Context: an optimization exercise on an open-source flow, tuned for small area. The choices shown serve that exercise and are no tape-out recipe. The RTL was checked by simulation tests, not by an equivalence proof against the original design. The clock port is modelled as an ideal driver; clocking choices that lean on that would not hold on a real chip. Power figures rest on the tool's default switching activity, not on a simulated workload.

==> flow/design.v (excerpt) <==
module rgb2ycbcr(
	input                       clk,rst_n,
	input[7:0]                  rgb_r,
	input[7:0]                  rgb_g,
	input[7:0]                  rgb_b,
	input                       rgb_de,
	output[7:0]                 ycbcr_y,
	output[7:0]                 ycbcr_cb,
	output[7:0]                 ycbcr_cr,
	output reg                  ycbcr_de
);
reg [7:0] r1, g1, b1;
always @(posedge clk) begin
	r1 <= rgb_r; g1 <= rgb_g; b1 <= rgb_b;
end
reg [8:0] e1;
reg [8:0] e2;
reg [7:0] y2_q;
reg [7:0] y3, cb3, cr3, y4, cb4, cr4;
wire i1 = ~g1[0];
wire s2, c2;
rgb2ycbcr_ha u2 (.a(b1[0]), .b(i1), .s(s2), .co(c2));
wire i3 = ~g1[1];
wire s4, c4;
rgb2ycbcr_fa u4 (.a(b1[1]), .b(i3), .c(c2), .s(s4), .co(c4));
wire i5 = ~g1[2];
wire s6, c6;
rgb2ycbcr_fa u6 (.a(b1[2]), .b(i5), .c(c4), .s(s6), .co(c6));
wire i7 = ~g1[3];
wire s8, c8;
rgb2ycbcr_fa u8 (.a(b1[3]), .b(i7), .c(c6), .s(s8), .co(c8));
wire i9 = ~g1[4];
wire s10, c10;
rgb2ycbcr_fa u10 (.a(b1[4]), .b(i9), .c(c8), .s(s10), .co(c10));
wire i11 = ~g1[5];
wire s12, c12;
rgb2ycbcr_fa u12 (.a(b1[5]), .b(i11), .c(c10), .s(s12), .co(c12));
wire i13 = ~g1[6];
wire s14, c14;
  ...
Settings: LEC_CHECK=0, CAP_MARGIN=20, CORE_MARGIN=2, CORE_UTILIZATION=40, SLEW_MARGIN=20, SYNTH_HIERARCHICAL=1; clock period 5.0 ns.
standard.sh (not shown) runs the stock make flow with config.mk's settings and CLKGATE_MAP_FILE= SYNTH_SCRIPT=/design/flow/synth_recipe.tcl, a recipe that flattens the netlist after the stock synthesis.
==> flow/flow/run.sh <==
#!/bin/bash
# The standard layout, with two changes: each port is buffered by the
# smallest buffer cell, and the clock tree uses small buffers without dummy loads.
set -euo pipefail
export BUFFER_PORTS_ARGS="-buffer_cell sky130_fd_sc_hd__buf_1"
export CTS_ARGS='-sink_clustering_enable -repair_clock_nets -buf_list {sky130_fd_sc_hd__clkbuf_2 sky130_fd_sc_hd__clkbuf_4 sky130_fd_sc_hd__clkbuf_8} -sink_clustering_size 16 -dont_use_dummy_load'
bash standard.sh finish > standard_flow.log 2>&1
Edit:
==> flow/flow/run.sh (replaced) <==
#!/bin/bash
# The standard layout, with three changes: each port is buffered by the
# smallest buffer cell; the clock tree is built from clkbuf_4 without dummy
# loads; and after it, the busier clock buffers are upsized (flow/post_cts.tcl).
set -euo pipefail
export BUFFER_PORTS_ARGS="-buffer_cell sky130_fd_sc_hd__buf_1"
export CTS_ARGS='-sink_clustering_enable -repair_clock_nets -buf_list {sky130_fd_sc_hd__clkbuf_4} -dont_use_dummy_load'
export POST_CTS_TCL="$PWD/flow/post_cts.tcl"
bash standard.sh finish > standard_flow.log 2>&1
==> flow/flow/post_cts.tcl (new file) <==
# After clock tree synthesis with small clock buffers: a leaf buffer that
# drives more than 11 flip-flops, and the root buffer, become clkbuf_8 so the
# clock slew at every flip-flop stays low.  Then legalize the placement again.
foreach inst [get_cells clkbuf_*] {
  set nm [get_full_name $inst]
  set net [get_nets -of_objects [get_pins $nm/X]]
  set n [llength [get_pins -of_objects $net -filter "direction==input"]]
  if {$n > 11 || [string match clkbuf_0_* $nm]} {
    puts "post_cts: $nm drives $n pins, now sky130_fd_sc_hd__clkbuf_8"
    replace_cell $nm sky130_fd_sc_hd__clkbuf_8
  }
}
detailed_placement
check_placement -verbose
Settings changed: GPL_TIMING_DRIVEN set to 0.
Power falls by 2.4%. Register-to-register slack loses 0.03 ns. Fmax falls by 0.69%. Setup slack loses 0.034 ns. Sequential cell count stays the same. Final area falls by 1.3%. Non-clock buffer count falls by 9. Die area does not change. Critical path depth is unchanged. Synthesized area is unchanged.

==> port drivers added, routing unchanged <==
No port has a modelled driver above. Below, the same layouts with a new extraction and two added sets of constraints. Step 1 sets driving cells, clkbuf_16 on the clock port and buf_2 on the other inputs (assumed; they add their load-dependent delay and slew). Step 2 moves the port delays by t, midway between the first and last clock arrival at a register: inputs arrive t later, outputs are due t later. That takes back most of the time a late clock gives input paths. a / b / c = ideal / step 1 / step 2; a / b = the first two.
| run | t, ns | setup WS [ns] | worst setup path after step 2 | pins driven straight from the clock port |
|---|---|---|---|---|
| the first run | 0.381 | 0.158 / 0.158 / 0.158 | register to register | 1 |
| the second run | 0.370 | 0.124 / 0.124 / 0.124 | register to register | 1 |
After both steps every run listed still meets setup and hold.
